Background: an optimization exercise with open tools, aiming at small area and a short achievable clock period. Do not read the settings as production practice. Function was checked by simulation only, so behaviour that the tests miss may differ from the original. Power figures rest on the tool's default switching activity, not on a simulated workload.

## 07-01
==> module cam_any32, before the edit <==
module cam_any32 (
  input  logic [31:0] miss,
  output logic        y
);
  logic [7:0] any4;
  logic [3:0] none8;
  genvar j;
  generate
    for (j=0; j<8; j++) begin : a_gen
      cam_nand4 u_a (.a(miss[4*j]), .b(miss[4*j+1]), .c(miss[4*j+2]), .d(miss[4*j+3]), .y(any4[j]));
    end
    for (j=0; j<4; j++) begin : n_gen
      cam_nor2 u_n (.a(any4[2*j]), .b(any4[2*j+1]), .y(none8[j]));
    end
  endgenerate
  cam_nand4 u_y (.a(none8[0]), .b(none8[1]), .c(none8[2]), .d(none8[3]), .y(y));
endmodule
==> module cam_core, before the edit <==
module cam_core #(
  parameter DATA_WIDTH = 32,
  parameter ADDR_WIDTH = 5
  ) (
  input  logic                  clk,
  input  logic                  reset,
  input  logic                  cam_we,
  input  logic [ADDR_WIDTH-1:0] cam_addr,
  input  logic [DATA_WIDTH-1:0] cam_data,
  input  logic                  cam_valid,
  input  logic [DATA_WIDTH-1:0] lookup_data,
  output logic [ADDR_WIDTH-1:0] lookup_addr,
  output logic                  lookup_hit
);
  localparam ADDR_DEPTH = 2**ADDR_WIDTH;
  logic [DATA_WIDTH-1:0] lookup_table [ADDR_DEPTH];
  logic [ADDR_DEPTH-1:0] lookup_inval;
  logic [ADDR_DEPTH-1:0] lookup_off;
  logic [ADDR_DEPTH-1:0] lookup_miss;
  logic [ADDR_DEPTH-1:0] lookup_miss_h;
  logic                  lookup_hit_d;
  logic [3:0] dec_lo;
  logic [7:0] dec_hi;
  logic [ADDR_DEPTH-1:0] wsel, wsel_n;
  logic cam_valid_n;
  cam_dec2 u_dec_lo (.a(cam_addr[1:0]), .y(dec_lo));
  cam_dec3 u_dec_hi (.en(cam_we), .a(cam_addr[4:2]), .y(dec_hi));
  assign cam_valid_n = ~cam_valid;
  genvar i, k;
  generate for (i=0; i<ADDR_DEPTH; i++) begin : store_gen
    logic [DATA_WIDTH-1:0] nxt;
    logic inval_nxt;
    cam_and2  u_ws  (.a(dec_lo[i%4]), .b(dec_hi[i/4]), .y(wsel[i]));
    cam_nand2 u_wsn (.a(dec_lo[i%4]), .b(dec_hi[i/4]), .y(wsel_n[i]));
    for (k=0; k<DATA_WIDTH; k++) begin : bit_gen
      cam_hold u_h (.q(lookup_table[i][k]), .d(cam_data[k]), .we(wsel[i]), .we_n(wsel_n[i]), .y(nxt[k]));
    end
    always_ff @(posedge clk) begin
      lookup_table[i] <= nxt;
    end
    logic inval_hold;
    cam_hold u_vh (.q(lookup_inval[i]), .d(cam_valid_n), .we(wsel[i]), .we_n(wsel_n[i]), .y(inval_hold));
    cam_or2 u_vr (.a(inval_hold), .b(reset), .y(inval_nxt));
    always_ff @(posedge clk) begin
      lookup_inval[i] <= inval_nxt;
    end
  end endgenerate
  generate for (i=0; i<ADDR_DEPTH; i++) begin : lookup_gen
    cam_or2 u_off (.a(lookup_inval[i]), .b(reset), .y(lookup_off[i]));
    cam_match u_match (
      .entry(lookup_table[i]), .off(lookup_off[i]), .key(lookup_data),
      .miss(lookup_miss[i]), .miss_h(lookup_miss_h[i])
    );
  end endgenerate
  logic [1:0] addr_none_d [ADDR_WIDTH];
  logic [1:0] addr_none_q [ADDR_WIDTH];
  generate for (k=0; k<ADDR_WIDTH; k++) begin : enc_gen
    logic [15:0] sel;
    for (i=0; i<16; i++) begin : sel_gen
      localparam int IDX = ((i >> k) << (k+1)) | (1 << k) | (i & ((1 << k) - 1));
      assign sel[i] = lookup_miss[IDX];
    end
    cam_none8 u_n0 (.miss(sel[7:0]),  .none8(addr_none_d[k][0]));
    cam_none8 u_n1 (.miss(sel[15:8]), .none8(addr_none_d[k][1]));
    always_ff @(posedge clk) begin
      addr_none_q[k] <= addr_none_d[k];
    end
    cam_nand2 u_out (.a(addr_none_q[k][0]), .b(addr_none_q[k][1]), .y(lookup_addr[k]));
  end endgenerate
  cam_any32 u_hit (.miss(lookup_miss_h), .y(lookup_hit_d));
  always_ff @(posedge clk) begin
    lookup_hit  <= lookup_hit_d;
  end
endmodule
==> flow/config.mk <==
export PLATFORM = sky130hd
export DESIGN_NAME = cam_core
export DESIGN_NICKNAME = cam_core
export VERILOG_FILES = /design/flow/design.v
export SDC_FILE = /design/flow/constraint.sdc
export NUM_CORES = 4
export LEC_CHECK = 0
export CAP_MARGIN = 20
export CORE_MARGIN = 2
export CORE_UTILIZATION = 65
export CTS_CLUSTER_DIAMETER = 80
export CTS_CLUSTER_SIZE = 25
export PLACE_DENSITY = 0.75
export SETUP_SLACK_MARGIN = 1.4
export SLEW_MARGIN = 20
export SYNTH_HIERARCHICAL = 1
==> flow/constraint.sdc <==
create_clock -name core_clock -period 3.2 [get_ports {clk}]
set_input_delay 0.6400 -clock core_clock [delete_from_list [all_inputs] [get_ports {clk}]]
set_output_delay 0.6400 -clock core_clock [all_outputs]
set_load 0.01 [all_outputs]
run.sh (not shown) runs the stock make flow with config.mk's settings and CLKGATE_MAP_FILE= SYNTH_SCRIPT=/design/flow/synth_recipe.tcl, a recipe that flattens the netlist after the stock synthesis.
Input-level comparison between 09-15 and 07-01:
==> flow/design.v, changed modules only <==
module cam_any16 (
  input  logic [15:0] miss,
  output logic        y
);
  logic [1:0] none8;
  cam_none8 u_n0 (.miss(miss[7:0]),  .none8(none8[0]));
  cam_none8 u_n1 (.miss(miss[15:8]), .none8(none8[1]));
  cam_nand2 u_y (.a(none8[0]), .b(none8[1]), .y(y));
endmodule
module cam_core #(
  parameter DATA_WIDTH = 32,
  parameter ADDR_WIDTH = 5
  ) (
  input  logic                  clk,
  input  logic                  reset,
  input  logic                  cam_we,
  input  logic [ADDR_WIDTH-1:0] cam_addr,
  input  logic [DATA_WIDTH-1:0] cam_data,
  input  logic                  cam_valid,
  input  logic [DATA_WIDTH-1:0] lookup_data,
  output logic [ADDR_WIDTH-1:0] lookup_addr,
  output logic                  lookup_hit
);
  localparam ADDR_DEPTH = 2**ADDR_WIDTH;
  logic [DATA_WIDTH-1:0] lookup_table [ADDR_DEPTH];
  logic [ADDR_DEPTH-1:0] lookup_inval;
  logic [ADDR_DEPTH-1:0] lookup_off;
  logic [ADDR_DEPTH-1:0] lookup_miss;
  logic [ADDR_DEPTH-1:0] lookup_miss_h;
  logic [3:0] dec_lo;
  logic [7:0] dec_hi;
  logic [ADDR_DEPTH-1:0] wsel, wsel_n;
  logic cam_valid_n;
  cam_dec2 u_dec_lo (.a(cam_addr[1:0]), .y(dec_lo));
  cam_dec3 u_dec_hi (.en(cam_we), .a(cam_addr[4:2]), .y(dec_hi));
  assign cam_valid_n = ~cam_valid;
  genvar i, k;
  generate for (i=0; i<ADDR_DEPTH; i++) begin : store_gen
    logic [DATA_WIDTH-1:0] nxt;
    logic inval_nxt;
    cam_and2  u_ws  (.a(dec_lo[i%4]), .b(dec_hi[i/4]), .y(wsel[i]));
    cam_nand2 u_wsn (.a(dec_lo[i%4]), .b(dec_hi[i/4]), .y(wsel_n[i]));
    for (k=0; k<DATA_WIDTH; k++) begin : bit_gen
      cam_hold u_h (.q(lookup_table[i][k]), .d(cam_data[k]), .we(wsel[i]), .we_n(wsel_n[i]), .y(nxt[k]));
    end
    always_ff @(posedge clk) begin
      lookup_table[i] <= nxt;
    end
    logic inval_hold;
    cam_hold u_vh (.q(lookup_inval[i]), .d(cam_valid_n), .we(wsel[i]), .we_n(wsel_n[i]), .y(inval_hold));
    cam_or2 u_vr (.a(inval_hold), .b(reset), .y(inval_nxt));
    always_ff @(posedge clk) begin
      lookup_inval[i] <= inval_nxt;
    end
  end endgenerate
  generate for (i=0; i<ADDR_DEPTH; i++) begin : lookup_gen
    cam_or2 u_off (.a(lookup_inval[i]), .b(reset), .y(lookup_off[i]));
    cam_match u_match (
      .entry(lookup_table[i]), .off(lookup_off[i]), .key(lookup_data),
      .miss(lookup_miss[i]), .miss_h(lookup_miss_h[i])
    );
  end endgenerate
  logic [1:0] addr_none_d [ADDR_WIDTH];
  logic [1:0] addr_none_q [ADDR_WIDTH];
  generate for (k=0; k<ADDR_WIDTH; k++) begin : enc_gen
    logic [15:0] sel;
    for (i=0; i<16; i++) begin : sel_gen
      localparam int IDX = ((i >> k) << (k+1)) | (1 << k) | (i & ((1 << k) - 1));
      assign sel[i] = lookup_miss[IDX];
    end
    cam_none8 u_n0 (.miss(sel[7:0]),  .none8(addr_none_d[k][0]));
    cam_none8 u_n1 (.miss(sel[15:8]), .none8(addr_none_d[k][1]));
    always_ff @(posedge clk) begin
      addr_none_q[k] <= addr_none_d[k];
    end
    cam_nand2 u_out (.a(addr_none_q[k][0]), .b(addr_none_q[k][1]), .y(lookup_addr[k]));
  end endgenerate
  logic [1:0] hit_any_d, hit_any_q;
  cam_any16 u_hit0 (.miss(lookup_miss_h[15:0]),  .y(hit_any_d[0]));
  cam_any16 u_hit1 (.miss(lookup_miss_h[31:16]), .y(hit_any_d[1]));
  always_ff @(posedge clk) begin
    hit_any_q <= hit_any_d;
  end
  cam_or2 u_hit (.a(hit_any_q[0]), .b(hit_any_q[1]), .y(lookup_hit));
endmodule
// module cam_any32 removed
==> run notes <==
09-15 vs. 07-01: switching power summed over all nets went down by 0.40%.
Type of the worst setup path = register to output pin: 09-15; type of the worst setup path = primary input to register: 07-01
On sequential cell area share: between 09-15 and 07-01, it ends up higher for 07-01.
Routed wire length of 07-01 is on par with 09-15.
Per the comparison of 09-15 with 07-01, clock latency on the worst-skew pair was more or less identical; internal power comparable; overall power consumption ~0 delta; sum of met2 wire segment lengths after detailed routing held steady; global-route usage went down by 0.52 points.
Relative to 07-01, met2 usage in global routing has decreased by 1.1 points in 09-15.
[compare] base=07-01 new=09-15: count of clock-buffer cells in the layout has decreased; final area has increased.
Summary of the comparison: share of the core filled with cells is higher in 09-15, relative to 07-01.
Between 07-01 and 09-15, the flip-flop and latch count figures differ only marginally.
09-15 -> 07-01: share of power burned in combinational logic flat

-- port drivers added, routing unchanged --
Ports are ideal in the flow. The routed layouts listed here were re-timed in OpenROAD.
Step 1, drivers: a clkbuf_16 drives clk and a buf_2 each remaining input, both assumed.
Step 2 also shifts input and output timing later by t, the mid clock arrival at the registers, as if the neighbouring blocks saw the same clock.
Slacks: no drivers / after step 1 / after step 2; pairs: no drivers / after step 1.
run | shift t [ns] | setup slack, ns | worst hold slack (ns)
07-01 | 0.710 | 1.259 / 1.252 / 0.593 | 0.495 / 0.449 / 0.499
09-15 | 0.699 | 1.160 / 1.092 / 0.722 | 0.412 / 0.369 / 0.498
After both steps setup and hold are still met in every run listed. The setup slack of 07-01, which loses most, moves by -0.007 ns with the drivers and by -0.666 ns with both steps.
